Source: an optimization exercise on an open RTL-to-GDS flow (aim: small area). Production flows keep margins and buffers that such runs may drop.
Only simulation tests tie the RTL to the original design; equivalence was not proved.
No activity file was given, so power comes from the tool's default toggle rates.

run 1:
// DUFT_ap_ctrl_chain
module DUFT_ap_ctrl_chain(
  input [31:0]      addr,
  input [31:0]      wr_data,
  input [1:0]       rd_wr,
  output [31:0]     ap_return,
  input             ap_rst,
  input             ap_start,
  input             ap_continue,
  input             ap_ce,
  output            ap_idle,
  output            ap_ready,
  output            ap_done,
  input             ap_clk
);
Settings: LEC_CHECK=0, CAP_MARGIN=5, CORE_MARGIN=2, CORE_UTILIZATION=65, SLEW_MARGIN=5; clock period 8.0 ns.
standard.sh (not shown) runs the stock make flow with config.mk's settings and CLKGATE_MAP_FILE= SYNTH_SCRIPT=/design/flow/synth_recipe.tcl, a recipe that flattens the netlist after the stock synthesis.
==> flow/flow/run.sh <==
#!/bin/bash
# Layout flow: the standard ORFS flow (standard.sh) with three changes
# that only affect how the layout is made:
#  - synthesis is the standard synthesis script, except that the final
#    ABC technology-mapping call uses an area-oriented script (flow/area.abc);
#    registers are mapped before ABC runs, so they are unchanged;
#  - the port buffers inserted at global placement use sky130 buf_1;
#  - the clock tree uses clkbuf_8 buffers, clusters of at most 16 sinks and
#    no dummy loads.
set -euo pipefail
here=$(pwd)
{
  echo "proc abc {args} {"
  echo "  set i [lsearch \$args -script]"
  echo "  if {\$i >= 0} { set args [lreplace \$args \$i [expr {\$i + 1}] -script $here/flow/area.abc] }"
  echo "  yosys abc {*}\$args"
  echo "}"
  cat "$here/synth_recipe.tcl"
} > "$here/area_synth.tcl"
sed "s#SYNTH_SCRIPT=[^ ]*synth_recipe.tcl#SYNTH_SCRIPT=$here/area_synth.tcl#" standard.sh > area_standard.sh
grep -q area_synth.tcl area_standard.sh
export BUFFER_PORTS_ARGS="-buffer_cell sky130_fd_sc_hd__buf_1"
export CTS_ARGS="-sink_clustering_enable -repair_clock_nets -dont_use_dummy_load -buf_list sky130_fd_sc_hd__clkbuf_8 -sink_clustering_size 16 -sink_clustering_max_diameter 60"
bash area_standard.sh > standard_flow.log 2>&1
==> flow/flow/area.abc <==
strash
dc2
dc2
dch -f
amap
strash
dc2
dc2
dch -f
amap
strash
dc2
dch -f
amap
Edits applied to the flow inputs when going from run 1 to run 2:
- a change of SLEW_MARGIN from 5 to 20
- a change of CORE_UTILIZATION from 65 to 50
- a change of CAP_MARGIN from 5 to 20
Findings:
- Delta (run 2 minus run 1): wire length on met3 fell by 24%; design internal power went down by about 0.44%; critical path depth in cells went up 1; total power now smaller; routed wire length dropped 190 um.
- Looking at worst hold-check slack across both flows, run 2 is the stronger of the two, with run 1 trailing.
- Launch point of the worst path: P[1] -> run 2, P[2] -> run 1
Relative to run 2, the following input files were edited for run 3:
- changing SLEW_MARGIN from 20 to 10
- changing CAP_MARGIN from 20 to 10
--- a/flow/flow/run.sh
+++ b/flow/flow/run.sh
@@ -23 +23 @@
-export CTS_ARGS="-sink_clustering_enable -repair_clock_nets -dont_use_dummy_load -buf_list sky130_fd_sc_hd__clkbuf_8 -sink_clustering_size 16 -sink_clustering_max_diameter 60"
+export CTS_ARGS="-sink_clustering_enable -repair_clock_nets -dont_use_dummy_load -buf_list sky130_fd_sc_hd__clkbuf_8 -sink_clustering_size 14 -sink_clustering_max_diameter 45"
==> comparison <==
- Taking run 2 as the reference, in run 3 part of the cycle the worst path needs moved down; overall power of the completed layout moved up; portion of total power attributed to sequential cells moved down; die width level; power share of the combinational group moved down.
- Taking run 2 as the reference, in run 3 final antenna diode count has remained practically unchanged; sequential share of layout area has decreased; share of power burned in the clock network has increased.
- When run 3 is set beside run 2, its clock buffer count from CTS turns out to be 8 larger.
- The clock insertion delay at the later pin of the skew report in run 3 sits 0.04 ns above the value recorded for run 2.
- Fmax grows slightly when moving from run 2 to run 3.
The following lists how run 4 was set up differently from run 3:
- CAP_MARGIN changed from 10 to 20
- SLEW_MARGIN changed from 10 to 20
--- a/flow/flow/run.sh
+++ b/flow/flow/run.sh
@@ -23 +23 @@
-export CTS_ARGS="-sink_clustering_enable -repair_clock_nets -dont_use_dummy_load -buf_list sky130_fd_sc_hd__clkbuf_8 -sink_clustering_size 14 -sink_clustering_max_diameter 45"
+export CTS_ARGS="-sink_clustering_enable -repair_clock_nets -dont_use_dummy_load -buf_list sky130_fd_sc_hd__clkbuf_8 -sink_clustering_size 16 -sink_clustering_max_diameter 100"
## What came out
Of run 3 and run 4, the higher final area belongs to run 3.
Run 4 vs run 3: routed wire length down slightly
The delay of the slowest critical-path stage was comparable across run 3 and run 4.
Setup slack in run 4 is smaller than in run 3.
Any difference in synthesized cell count between run 4 and run 3 is small enough to ignore.
Row static power due to leakage: run 4 lower / run 3 higher
The first-iteration DRC count reported for run 4 is greater than that of run 3 by 16%.
Diff run 3 -> run 4 | net total in the final layout | decrease of 0.91%
Relative to run 3, met1 demand-to-capacity share in global routing increased by 0.42 points in run 4.
The combinational logic power was comparable across run 3 and run 4.
Run 4 vs run 3 — global-route wire length before repair dropped 0.76%.

-- separate check: timing with driven ports --
The flow's constraints put no driver on any port. The routed layouts listed below were extracted and timed again, unchanged, in two steps.
Step 1, drivers: a clkbuf_16 drives ap_clk and a buf_2 each remaining input, both assumed.
Step 2 moves the port delays by t, midway between the first and last clock arrival at a register: inputs arrive t later, outputs are due t later. That takes back most of the time a late clock gives input paths.
a / b / c = ideal / step 1 / step 2; a / b = the first two.
run	t (ns)	setup slack, ns	slew at the worst register clock pin (ns)	worst data-port slew with drivers (ns)	cell pins on the clock port's net
run 1	0.514	2.183 / 2.183 / 2.183	0.10 / 0.10	0.04	1
run 2	0.525	2.330 / 2.330 / 2.330	0.10 / 0.10	0.04	1
run 3	0.554	2.363 / 2.363 / 2.363	0.09 / 0.09	0.04	1
run 4	0.531	2.337 / 2.337 / 2.337	0.11 / 0.11	0.04	1
After both steps setup and hold are still met in every run listed.
